From an optimization exercise on the open Yosys and OpenROAD flow, aimed at small area, a short achievable clock period and few clock cycles; shortcuts taken in it are not production practice.
Function was checked by simulation only, so behaviour that the tests miss may differ from the original.
Power figures rest on the tool's default switching activity, not on a simulated workload.

Setup of build 13:
Design encrpytion, start of the top module:
module encrpytion        
    # (parameter k = 32)(
    input clk,               
    input rst,               
    input en,                
    input [k-1:0]a,          
    input [2*k-1:0]n,        
    input [k:0]e,            
    output [k-1:0]cipher,    
    output reg ready_flag    
    );
Settings: LEC_CHECK=0, ABC_AREA=1, CAP_MARGIN=20, CORE_MARGIN=2, CORE_UTILIZATION=55, CTS_BUF_LIST=sky130_fd_sc_hd__clkbuf_8, PLACE_DENSITY=0.7, SETUP_SLACK_MARGIN=5, SLEW_MARGIN=20; clock period 10.0 ns.
standard.sh (not shown) runs the stock make flow with config.mk's settings and CLKGATE_MAP_FILE= SYNTH_SCRIPT=/design/flow/synth_recipe.tcl, a recipe that flattens the netlist after the stock synthesis.
==> flow/flow/run.sh <==
#!/bin/bash
# Standard ORFS layout (the standard.sh, unchanged synthesis); every
# input and output port still gets its own buffer, but a plain buf_1
# instead of the delay buffer buffer_ports picks by itself.
set -euo pipefail
export BUFFER_PORTS_ARGS="-buffer_cell sky130_fd_sc_hd__buf_1"
bash standard.sh > standard.log 2>&1
Build 13 reached the end of the flow, and the finished layout is clean on the timing, DRC and antenna checks.
Testbench counts of build 13, summed over its fixed seeds: cycles 6,240.
For build 30, these inputs were changed with respect to build 13:
Settings: CTS_BUF_LIST removed (was sky130_fd_sc_hd__clkbuf_8).
==> flow/flow/run.sh <==
#!/bin/bash
# Standard ORFS layout (the standard.sh, unchanged synthesis) with
# ORFS's power/area recovery step enabled after global-route timing repair.
set -euo pipefail
export RECOVER_POWER=100
bash standard.sh > standard.log 2>&1
When the final numbers for build 30 and build 13 were put side by side, the sequential share of layout area turned out to be smaller in build 30. Of build 30 and build 13, build 13 shows the lower sum of met3 wire segment lengths after detailed routing, with build 30 above it. Of build 30 and build 13, only build 13 finishes the flow clean. [build 30] worst setup slack fell 2120 ps relative to build 13.
Input-level comparison between build 22 and build 30:
==> flow/flow/run.sh <==
#!/bin/bash
# Standard ORFS layout (the standard.sh, unchanged synthesis), same clock
# and constraints, with:
#  - every port buffered with a plain buf_1 (instead of a delay buffer);
#  - a timing-oriented restructure of the long paths after floorplan,
#    mapped onto the platform's cells less those it marks don't-use.
set -euo pipefail
export BUFFER_PORTS_ARGS="-buffer_cell sky130_fd_sc_hd__buf_1"
export POST_FLOORPLAN_TCL=$PWD/flow/restructure.tcl
mkdir -p orfs/objects/sky130hd/encrpytion/base/rmp
python3 flow/filter_lib.py $FLOW_HOME/platforms/sky130hd/lib/sky130_fd_sc_hd__tt_025C_1v80.lib \
  orfs/objects/sky130hd/encrpytion/base/rmp/hd_no_dont_use.lib > filter_lib.log 2>&1
bash standard.sh > standard.log 2>&1
==> flow/flow/filter_lib.py (new file) <==
#!/usr/bin/env python3
# Copy a liberty file without the cells the platform marks don't-use
# (lpflow_* and probe cells), for restructure's ABC mapping.
import re, sys
src, dst = sys.argv[1], sys.argv[2]
txt = open(src).read()
out = []
pos = 0
pat = re.compile(r'\n\s*cell\s*\(\s*"?([A-Za-z0-9_]+)"?\s*\)\s*\{')
removed = 0
for m in pat.finditer(txt):
    if m.start() < pos:
        continue
    name = m.group(1)
    if 'lpflow' not in name and 'probe' not in name:
        continue
    # find the matching closing brace of this cell group
    depth = 0
    i = m.end() - 1
    while True:
        c = txt[i]
        if c == '{':
            depth += 1
        elif c == '}':
            depth -= 1
            if depth == 0:
                break
        i += 1
    out.append(txt[pos:m.start()])
    pos = i + 1
    removed += 1
out.append(txt[pos:])
open(dst, 'w').write(''.join(out))
print("removed %d cells" % removed)
==> flow/flow/restructure.tcl (new file) <==
# After floorplan: resynthesise the logic on long paths for timing with
# OpenROAD's restructure (registers are left as they are). Timing repair in
# the later stages recovers the clock period.
set lib $::env(OBJECTS_DIR)/rmp/hd_no_dont_use.lib
puts "restructure: area before"
report_design_area
restructure -target timing -slack_threshold 9 -liberty_file $lib \
  -tielo_port sky130_fd_sc_hd__conb_1/LO -tiehi_port sky130_fd_sc_hd__conb_1/HI \
  -work_dir $::env(OBJECTS_DIR)/rmp -abc_logfile $::env(LOG_DIR)/2_1_rmp_abc.log
puts "restructure: area after"
report_design_area
Results
In summary, build 22 completed successfully, with a layout that passed the timing, DRC and antenna checks.
When build 22 is set beside build 30, its leakage component of the power turns out to be about 6% smaller.
Count of cells along the worst register-to-register path shrinks by a little under 10% when moving from build 30 to build 22.
Taking build 30 as the reference point, the maximum clock rate of build 22 rises by about 45%.
Combinational fraction of design power in build 22 vs build 30: down 0.2 points
Lower final weighted congestion in routability-driven placement among build 22 and build 30: build 30
What build 63 does differently from build 22 at the input level:
--- a/flow/flow/restructure.tcl
+++ b/flow/flow/restructure.tcl
@@ -5,5 +5,5 @@
 puts "restructure: area before"
 report_design_area
-restructure -target timing -slack_threshold 9 -liberty_file $lib \
+restructure -target timing -slack_threshold 5.5 -liberty_file $lib \
   -tielo_port sky130_fd_sc_hd__conb_1/LO -tiehi_port sky130_fd_sc_hd__conb_1/HI \
   -work_dir $::env(OBJECTS_DIR)/rmp -abc_logfile $::env(LOG_DIR)/2_1_rmp_abc.log
==> notes.md <==
- On combinational power, build 63 tracks build 22 almost exactly.
- In terms of number of cells on the critical path, build 63 and build 22 differ only marginally.
- On sequential power, build 63 tracks build 22 almost exactly.
- As far as total power goes, build 22 and build 63 are indistinguishable; the numbers are identical.
- Comparing build 22 against build 63, there is no change at all in instance area after placement.
- Build 63 -> build 22: fraction of met2 tracks used by global routing delta 0, exact match

## re-timing with driven ports
Ports are ideal in the flow. The routed layouts listed here were re-timed in OpenROAD.
Step 1 assumes that a clkbuf_16 drives the clock port and a buf_2 every other input.
Step 2 times the ports against the registers' clock, not the clock port: input delays grow and output delays shrink by t, the midpoint of the rising clock arrivals with the driver on.
Three values: ideal, step 1, step 2; two values: the first two.
run | t (ns) | setup WS [ns] | worst register clock-pin slew, ns | worst data-port slew with drivers (ns) | cell pins on the clock port's net
build 13 | 0.444 | 5.282 / 5.282 / 5.282 | 0.12 / 0.12 | 0.05 | 1
build 30 | 0.410 | 3.165 / 3.165 / 3.165 | 0.08 / 0.08 | 0.05 | 1
build 22 | 0.409 | 5.295 / 5.295 / 5.295 | 0.08 / 0.08 | 0.05 | 1
build 63 | 0.409 | 5.295 / 5.295 / 5.295 | 0.08 / 0.08 | 0.05 | 1
